This is an optimization exercise on Yosys and OpenROAD, whose aim is small area, not a production implementation.
Only simulation tests tie the RTL to the original design; equivalence was not proved.
The flow treats the clock pin as an ideal source, which a real chip does not have.
Power and IR drop assume default switching activity.

run G:
// Top
module Top(CLK, RST, BUTTON_U, BUTTON_L, BUTTON_R, BUTTON_D, RESET_10, RESET_205, an, sseg, dp, LED);
input CLK, RST, BUTTON_U, BUTTON_L, BUTTON_R, BUTTON_D, RESET_10, RESET_205;
output [3:0] an;
output [6:0] sseg;
output dp;
output reg LED;
localparam [3:0] J0 = 4'b0000, J1 = 4'b0001, J2 = 4'b0011, J5 = 4'b1000, J9 = 4'b1100;
function [2:0] li; input [2:0] l; li = {l[1:0], ~(l[2] | l[1])}; endfunction     
function [2:0] ld; input [2:0] l; ld = {~(l[0] | l[1]), l[2:1]}; endfunction     
function wu; input [3:0] x; wu = x[2] & ~x[1]; endfunction                      
function wd; input [3:0] x; wd = ~x[2] & ~x[0]; endfunction                     
function [3:0] dm; input [3:0] x; dm = {x[3] ^ wd(x), ld(x[2:0])}; endfunction              
function [3:0] p1; input [3:0] x; p1 = {x[3] ^ wu(x), li(x[2:0])}; endfunction              
function [3:0] p2; input [3:0] x; p2 = {x[3] ^ x[2], li(li(x[2:0]))}; endfunction           
  ...
clock: 15.0 ns
lec_check: 0
abc_area: 1
cap_margin: 20
core_margin: 2
core_utilization: 65
cts_buf_list: sky130_fd_sc_hd__clkbuf_8
cts_cluster_diameter: 500
cts_cluster_size: 50
place_density: 0.8
slew_margin: 20
standard.sh (not shown) runs the stock make flow with config.mk's settings and CLKGATE_MAP_FILE= SYNTH_SCRIPT=/design/flow/synth_recipe.tcl, a recipe that flattens the netlist after the stock synthesis.
==> flow/flow/run.sh <==
#!/bin/bash
# Own layout flow: the standard flow (standard.sh) with two changes:
#  - Yosys's ABC technology mapping uses the area-oriented script flow/abc_area.script
#    instead of ORFS's (which maps for delay, then buffers and upsizes);
#  - the port buffers are sky130_fd_sc_hd__buf_1 cells.
# Synthesis is otherwise synth_recipe.tcl unchanged, so the registers and their names are
# the standard synthesis's. Each tool's log: orfs/logs/..., make's output: flow_standard.log.
set -euo pipefail
W=$(pwd)
{
  head -n 1 synth_recipe.tcl
  echo "proc abc {args} { set i [lsearch -exact \$args -script]; if {\$i >= 0} { lset args [expr {\$i + 1}] $W/flow/abc_area.script }; yosys abc {*}\$args }"
  tail -n +2 synth_recipe.tcl
} > flow_synth.tcl
sed "s#$W/synth_recipe.tcl#$W/flow_synth.tcl#g" standard.sh > flow_standard.sh
grep -q flow_synth.tcl flow_standard.sh
export BUFFER_PORTS_ARGS="-buffer_cell sky130_fd_sc_hd__buf_1"
bash flow_standard.sh > flow_standard.log 2>&1
==> flow/flow/abc_area.script <==
strash
dch
amap
topo
Run G has completed all stages; timing, DRC and antenna checks passed.
Input changes introduced in run Y (baseline for comparison: run G):
- a change of PLACE_DENSITY from 0.8 to 0.6
- a change of CORE_UTILIZATION from 65 to 40
--- outcome ---
- Delta(placed instance area, run Y - run G) > 0
- Run Y vs run G, layout cell share with drive strength beyond 1 went up by 0.31 points.
- Run G → run Y: cell count now larger, maximum frequency now larger, post-route cell area now larger, aggregate routed wire length now larger, number of global-route vias before repair now smaller.
- Run Y vs. run G: pre-CTS setup slack went down by 100 ps.

* * *

Another version of the RTL of Top (not shown whole).
Size: roughly 290 cells after synthesis, ~21 I/O pins, roughly 2100 sq um of cells after synthesis.
export LEC_CHECK = 0
export ABC_AREA = 1
export CAP_MARGIN = 20
export CORE_MARGIN = 2
export CORE_UTILIZATION = 65
export PLACE_DENSITY = 0.8
export SLEW_MARGIN = 20
create_clock -name core_clock -period 15.0 [get_ports {CLK}]
==> flow/flow/run.sh <==
#!/bin/bash
# Own layout flow: the standard flow (standard.sh) with these changes:
#  - synthesis is synth_recipe.tcl with Yosys's extract_fa pass skipped and ABC mapping with the
#    area-oriented script flow/abc_area.script (registers and their names are unchanged);
#  - the port buffers are sky130_fd_sc_hd__buf_1 cells;
#  - CTS without dummy loads, then flow/post_cts.tcl downsizes clock buffers while the
#    estimated clock slew at the flip-flops stays small.
# Logs: make's output in flow_standard.log, each ORFS step's in orfs/logs/.
set -euo pipefail
W=$(pwd)
{
  head -n 1 synth_recipe.tcl
  echo 'proc extract_fa {args} {}'
  echo "proc abc {args} { set i [lsearch -exact \$args -script]; if {\$i >= 0} { lset args [expr {\$i + 1}] $W/flow/abc_area.script }; yosys abc {*}\$args }"
  tail -n +2 synth_recipe.tcl
} > flow_synth.tcl
sed "s#$W/synth_recipe.tcl#$W/flow_synth.tcl#g" standard.sh > flow_standard.sh
grep -q flow_synth.tcl flow_standard.sh
export BUFFER_PORTS_ARGS="-buffer_cell sky130_fd_sc_hd__buf_1"
export CTS_ARGS="-sink_clustering_enable -repair_clock_nets -sink_clustering_size 50 -sink_clustering_max_diameter 500 -buf_list sky130_fd_sc_hd__clkbuf_8 -dont_use_dummy_load"
export POST_CTS_TCL=$W/flow/post_cts.tcl
bash flow_standard.sh > flow_standard.log 2>&1
==> flow/flow/post_cts.tcl <==
# Post-CTS: downsize each clock buffer that TritonCTS inserted to the smallest
# clkbuf whose estimated clock slew at every flip-flop stays under CLK_SLEW_TARGET (ns).
proc my_worst_clk_slew {} {
  estimate_parasitics -placement
  set w 0.0
  foreach pin [get_pins -hierarchical */CLK] {
    set s [get_property $pin slew_max]
    if { $s > $w } { set w $s }
  }
  return $w
}
set target 0.10
set db [ord::get_db]
set block [ord::get_db_block]
set sizes {sky130_fd_sc_hd__clkbuf_1 sky130_fd_sc_hd__clkbuf_2 sky130_fd_sc_hd__clkbuf_4 sky130_fd_sc_hd__clkbuf_8 sky130_fd_sc_hd__clkbuf_16}
set bufs {}
foreach inst [$block getInsts] {
  if { [string match "sky130_fd_sc_hd__clkbuf_*" [[$inst getMaster] getName]] && [string match "clkbuf_*" [$inst getName]] } {
    lappend bufs $inst
  }
}
puts "clock buffer sizing: start worst slew [my_worst_clk_slew]"
foreach inst $bufs {
  set orig [[$inst getMaster] getName]
  foreach m $sizes {
    if { $m eq $orig } { break }
    $inst swapMaster [$db findMaster $m]
    if { [my_worst_clk_slew] <= $target } { break }
    $inst swapMaster [$db findMaster $orig]
  }
  puts "clock buffer sizing: [$inst getName] $orig -> [[$inst getMaster] getName]"
}
puts "clock buffer sizing: end worst slew [my_worst_clk_slew]"
detailed_placement
check_placement
Scripts as last shown in full above: flow/flow/abc_area.script
Rerun with:
--- a/flow/flow/run.sh
+++ b/flow/flow/run.sh
@@ -4 +4,2 @@
-#    area-oriented script flow/abc_area.script (registers and their names are unchanged);
+#    script flow/abc_area.script (ABC's &deepsyn AIG optimisation for a fixed time, then
+#    area-oriented mapping); registers and their names are unchanged;
==> flow/flow/abc_area.script (replaced) <==
strash
&get -n
&deepsyn -T 150
&put
dch
amap
topo
--- a/flow/flow/post_cts.tcl
+++ b/flow/flow/post_cts.tcl
@@ -2 +2 @@
-# clkbuf whose estimated clock slew at every flip-flop stays under CLK_SLEW_TARGET (ns).
+# clkbuf whose estimated clock slew at every flip-flop stays under 0.10 ns.
- CORE_UTILIZATION: 65 -> 85
- PLACE_DENSITY: 0.8 -> 0.92
The changed run died in global placement without I/O (3_1_place_gp_skip_io).
Synthesized area is lower by a little under a tenth.
Synthesized cell count is lower by a few percent.

* * *

Top, a different RTL version from the one above (not shown whole).
Size: ~290 cells after synthesis, roughly 40 flip-flops, about 2000 sq um of cells after synthesis.
clock: 15.0 ns
lec_check: 0
abc_area: 1
cap_margin: 20
core_area: 2.3 2.72 59.34 58.48
die_area: 0 0 61.5 61.5
place_density: 0.8
slew_margin: 20
==> flow/flow/run.sh <==
#!/bin/bash
# Own layout flow: the standard flow (standard.sh) with these changes:
#  - synthesis is synth_recipe.tcl with Yosys's extract_fa pass skipped and ABC mapping with the
#    script flow/abc_area.script (ABC's &deepsyn AIG optimisation for a fixed time, then
#    area-oriented mapping); registers and their names are unchanged;
#  - the port buffers are sky130_fd_sc_hd__buf_1 cells;
#  - CTS without dummy loads, then flow/post_cts.tcl downsizes clock buffers while the
#    estimated clock slew at the flip-flops stays small.
# Logs: make's output in flow_standard.log, each ORFS step's in orfs/logs/.
set -euo pipefail
W=$(pwd)
{
  head -n 1 synth_recipe.tcl
  echo 'proc extract_fa {args} {}'
  echo "proc abc {args} { set i [lsearch -exact \$args -script]; if {\$i >= 0} { lset args [expr {\$i + 1}] $W/flow/abc_area.script }; yosys abc {*}\$args }"
  tail -n +2 synth_recipe.tcl
} > flow_synth.tcl
sed "s#$W/synth_recipe.tcl#$W/flow_synth.tcl#g" standard.sh > flow_standard.sh
grep -q flow_synth.tcl flow_standard.sh
export BUFFER_PORTS_ARGS="-buffer_cell sky130_fd_sc_hd__buf_1"
export CTS_ARGS="-sink_clustering_enable -repair_clock_nets -sink_clustering_size 50 -sink_clustering_max_diameter 500 -buf_list sky130_fd_sc_hd__clkbuf_8 -dont_use_dummy_load"
export POST_CTS_TCL=$W/flow/post_cts.tcl
bash flow_standard.sh > flow_standard.log 2>&1
==> flow/flow/abc_area.script <==
strash
&get -n
&deepsyn -T 150
&put
dch
amap
topo
Other scripts of this flow, unchanged in this note and not shown: flow/flow/post_cts.tcl
The starting point finished clean.
==> next run, changes <==
--- a/flow/flow/run.sh
+++ b/flow/flow/run.sh
@@ -4,3 +4,3 @@
 #    script flow/abc_area.script (ABC's &deepsyn AIG optimisation for a fixed time, then
-#    area-oriented mapping); registers and their names are unchanged;
+#    area-oriented mapping with &nf); registers and their names are unchanged;
 #  - the port buffers are sky130_fd_sc_hd__buf_1 cells;
==> flow/flow/abc_area.script (replaced) <==
strash
&get -n
&deepsyn -T 300
&dch -f
&nf -R 1000
&put
topo
Outcome: Total power is higher by 6.9%; non-clock buffer count stays the same; final cell count is lower by 13%; die area stays the same; core utilization is lower by 1.3 points.

* * *

Top, a different RTL version from the one above (not shown whole).
For scale: about 310 cells after synthesis, ~45 flip-flops, ~2400 sq um of cells after synthesis.
Design Top, start of the top module:
module Top(CLK, RST, BUTTON_U, BUTTON_L, BUTTON_R, BUTTON_D, RESET_10, RESET_205, an, sseg, dp, LED);
input CLK, RST, BUTTON_U, BUTTON_L, BUTTON_R, BUTTON_D, RESET_10, RESET_205;
output [3:0] an;
output [6:0] sseg;
output dp;
output reg LED;
localparam [4:0] J0 = 5'b00000, J1 = 5'b00001, J2 = 5'b00011, J5 = 5'b11111, J9 = 5'b10000;
function [4:0] dm; input [4:0] j; dm = {~j[0], j[4:1]}; endfunction             
function [4:0] p1; input [4:0] j; p1 = {j[3:0], ~j[4]}; endfunction             
function [4:0] p2; input [4:0] j; p2 = {j[2:0], ~j[4:3]}; endfunction           
function [4:0] p5; input [4:0] j; p5 = ~j; endfunction                           
function [4:0] p6; input [4:0] j; p6 = {~j[3:0], j[4]}; endfunction             
function [4:0] p8; input [4:0] j; p8 = {~j[1:0], j[4:2]}; endfunction           
function isz; input [4:0] j; isz = ~j[4] & ~j[0]; endfunction
function is9; input [4:0] j; is9 = j[4] & ~j[3]; endfunction
function ge2; input [4:0] j; ge2 = j[4] | j[1]; endfunction
function ge4; input [4:0] j; ge4 = j[4] | j[3]; endfunction
function ge8; input [4:0] j; ge8 = j[4] & ~j[2]; endfunction
function lt2; input [4:0] j; lt2 = ~j[4] & ~j[1]; endfunction
function [6:0] seg; input [4:0] x;
    begin
        seg[0] = (~x[1] & x[2]) | (~x[1] & ~x[4]);
  ...
==> flow/config.mk <==
export PLATFORM = sky130hd
export DESIGN_NAME = Top
export DESIGN_NICKNAME = Top
export VERILOG_FILES = /design/flow/design.v
export SDC_FILE = /design/flow/constraint.sdc
export NUM_CORES = 4
export LEC_CHECK = 0
export ABC_AREA = 1
export CAP_MARGIN = 20
export CORE_MARGIN = 2
export CORE_UTILIZATION = 40
export PLACE_DENSITY = 0.6
export SLEW_MARGIN = 20
==> flow/constraint.sdc <==
create_clock -name core_clock -period 15.0 [get_ports {CLK}]
set_input_delay 3.0000 -clock core_clock [delete_from_list [all_inputs] [get_ports {CLK}]]
set_output_delay 3.0000 -clock core_clock [all_outputs]
set_load 0.01 [all_outputs]
==> flow/flow/run.sh <==
#!/bin/bash
# Own layout flow: the standard flow (standard.sh) with two changes:
#  - Yosys's ABC technology mapping uses the area-oriented script flow/abc_area.script
#    instead of ORFS's (which maps for delay, then buffers and upsizes);
#  - the port buffers are sky130_fd_sc_hd__buf_1 cells.
# Synthesis is otherwise synth_recipe.tcl unchanged, so the registers and their names are
# the standard synthesis's. Each tool's log: orfs/logs/..., make's output: flow_standard.log.
set -euo pipefail
W=$(pwd)
{
  head -n 1 synth_recipe.tcl
  echo "proc abc {args} { set i [lsearch -exact \$args -script]; if {\$i >= 0} { lset args [expr {\$i + 1}] $W/flow/abc_area.script }; yosys abc {*}\$args }"
  tail -n +2 synth_recipe.tcl
} > flow_synth.tcl
sed "s#$W/synth_recipe.tcl#$W/flow_synth.tcl#g" standard.sh > flow_standard.sh
grep -q flow_synth.tcl flow_standard.sh
export BUFFER_PORTS_ARGS="-buffer_cell sky130_fd_sc_hd__buf_1"
bash flow_standard.sh > flow_standard.log 2>&1
==> flow/flow/abc_area.script <==
strash
dch
amap
topo
The baseline completed without violations.
Rerun with:
==> flow/run.sh (new file) <==
#!/bin/bash
# synth_recipe.tcl (not shown) runs the flow's synth.tcl, then flattens the netlist and writes it again
# the make line also repeats each setting of config.mk as NAME=value (left out here)
make -C /OpenROAD-flow-scripts/flow DESIGN_CONFIG=/design/flow/config.mk WORK_HOME=/design/flow/orfs CLKGATE_MAP_FILE= SYNTH_SCRIPT=/design/flow/synth_recipe.tcl finish
removed: flow/flow/run.sh
removed: flow/flow/abc_area.script
removed: flow/standard.sh
What happened:
- cell area climbs by 20%
- total power goes up by 18%
- setup slack is better by 170 ps

* * *

## run a
Another version of the RTL of Top (not shown whole).
Size in the first run: ~240 cells after synthesis, ~1900 µm² of cells after synthesis.
## Top
module Top(CLK, RST, BUTTON_U, BUTTON_L, BUTTON_R, BUTTON_D, RESET_10, RESET_205, an, sseg, dp, LED);
Settings: LEC_CHECK=0, ABC_AREA=1, CAP_MARGIN=20, CORE_AREA=2.3 2.72 59.34 58.48, DIE_AREA=0 0 61.5 61.5, PLACE_DENSITY=0.8, SLEW_MARGIN=20; clock period 15.0 ns.
==> flow/flow/run.sh <==
#!/bin/bash
# Own layout flow: the standard flow (standard.sh) with these changes:
#  - synthesis is synth_recipe.tcl with Yosys's extract_fa pass skipped and ABC mapping with the
#    script flow/abc_area.script (two rounds of ABC's &deepsyn AIG optimisation for a fixed time,
#    each followed by area-oriented mapping with &nf); registers and their names are unchanged;
#  - the port buffers are sky130_fd_sc_hd__buf_1 cells;
#  - CTS without dummy loads, then flow/post_cts.tcl downsizes clock buffers while the
#    estimated clock slew at the flip-flops stays small.
# Logs: make's output in flow_standard.log, each ORFS step's in orfs/logs/.
set -euo pipefail
W=$(pwd)
{
  head -n 1 synth_recipe.tcl
  echo 'proc extract_fa {args} {}'
  echo "proc abc {args} { set i [lsearch -exact \$args -script]; if {\$i >= 0} { lset args [expr {\$i + 1}] $W/flow/abc_area.script }; yosys abc {*}\$args }"
  tail -n +2 synth_recipe.tcl
} > flow_synth.tcl
sed "s#$W/synth_recipe.tcl#$W/flow_synth.tcl#g" standard.sh > flow_standard.sh
grep -q flow_synth.tcl flow_standard.sh
export BUFFER_PORTS_ARGS="-buffer_cell sky130_fd_sc_hd__buf_1"
export CTS_ARGS="-sink_clustering_enable -repair_clock_nets -sink_clustering_size 50 -sink_clustering_max_diameter 500 -buf_list sky130_fd_sc_hd__clkbuf_8 -dont_use_dummy_load"
export POST_CTS_TCL=$W/flow/post_cts.tcl
bash flow_standard.sh > flow_standard.log 2>&1
==> flow/flow/abc_area.script <==
strash
&get -n
&deepsyn -S 7 -T 150
&dch -f
&nf -R 1000
&put
strash
&get -n
&deepsyn -S 3 -T 150
&dch -f
&nf -R 1000
&put
topo
Other scripts of this flow, unchanged in this note and not shown: flow/flow/post_cts.tcl
What run b does differently from run a at the input level:
diff --git a/flow/flow/run.sh b/flow/flow/run.sh
--- a/flow/flow/run.sh
+++ b/flow/flow/run.sh
@@ -3,4 +3,4 @@
 #  - synthesis is synth_recipe.tcl with Yosys's extract_fa pass skipped and ABC mapping with the
-#    script flow/abc_area.script (two rounds of ABC's &deepsyn AIG optimisation for a fixed time,
-#    each followed by area-oriented mapping with &nf); registers and their names are unchanged;
+#    script flow/abc_area.script (ABC's &deepsyn AIG optimisation for a fixed time, then
+#    area-oriented mapping with &nf); registers and their names are unchanged;
 #  - the port buffers are sky130_fd_sc_hd__buf_1 cells;
==> flow/flow/abc_area.script <==
strash
&get -n
&deepsyn -T 300
&dch -f
&nf -R 1000
&put
topo
==> run notes <==
- Looking at post-layout instance count excluding filler cells, run b sits 0.98% above run a.
- For the routed wire length, run b came in about 1.1% higher than run a did.
- Worst-path cell with the longest stage delay: dfxtp_1 -> run b, or4_1 -> run a
- Run b reports a higher last weighted congestion value of the routability-driven placer than run a does.
- Run b: portion of the clock cycle consumed by the worst path in the final layout lower than run a
- Total global routing track utilization: run b vs run a — no meaningful difference
- Taking run a as the reference point, the area after synthesis of run b rises by 0.98%.
- Final-layout fill cell count shrinks slightly when moving from run a to run b.
- Share of synthesized area occupied by flip-flops and latches (run b over run a): decrease, 0.40 points

==> afterwards: timing with drivers on the ports <==
The flow's constraints put no driver on any port. The routed layouts listed below were extracted and timed again, unchanged, in two steps.
Step 1 sets driving cells, clkbuf_16 on the clock port and buf_2 on the other inputs (assumed; they add their load-dependent delay and slew).
Step 2, shift: input delay + t, output delay - t, t = (earliest + latest rising clock arrival at the registers) / 2. This alone moves slack from input paths to output paths.
Slacks: ideal ports / drivers / drivers and shift; pairs: ideal ports / drivers.
run	t (ns)	setup slack, ns	worst register clock-pin slew, ns
run G	0.316	9.376 / 9.350 / 9.558	0.08 / 0.08
run Y	0.317	9.400 / 9.371 / 9.519	0.08 / 0.08
the first run of note 2	0.498	9.076 / 9.053 / 9.386	0.10 / 0.10
the first run of note 3	0.534	9.306 / 9.283 / 9.148	0.10 / 0.10
the second run of note 3	0.526	9.380 / 9.355 / 9.140	0.08 / 0.08
the first run of note 4	0.325	9.397 / 9.368 / 9.470	0.09 / 0.09
the second run of note 4	0.334	9.563 / 9.534 / 9.868	0.09 / 0.09
run a	0.496	9.314 / 9.294 / 9.790	0.09 / 0.09
run b	0.532	9.500 / 9.478 / 9.890	0.10 / 0.10
After both steps every run listed still meets setup and hold. For the second run of note 3, which loses most, drivers alone change the setup slack by -0.025 ns; drivers and shift together by -0.240 ns.
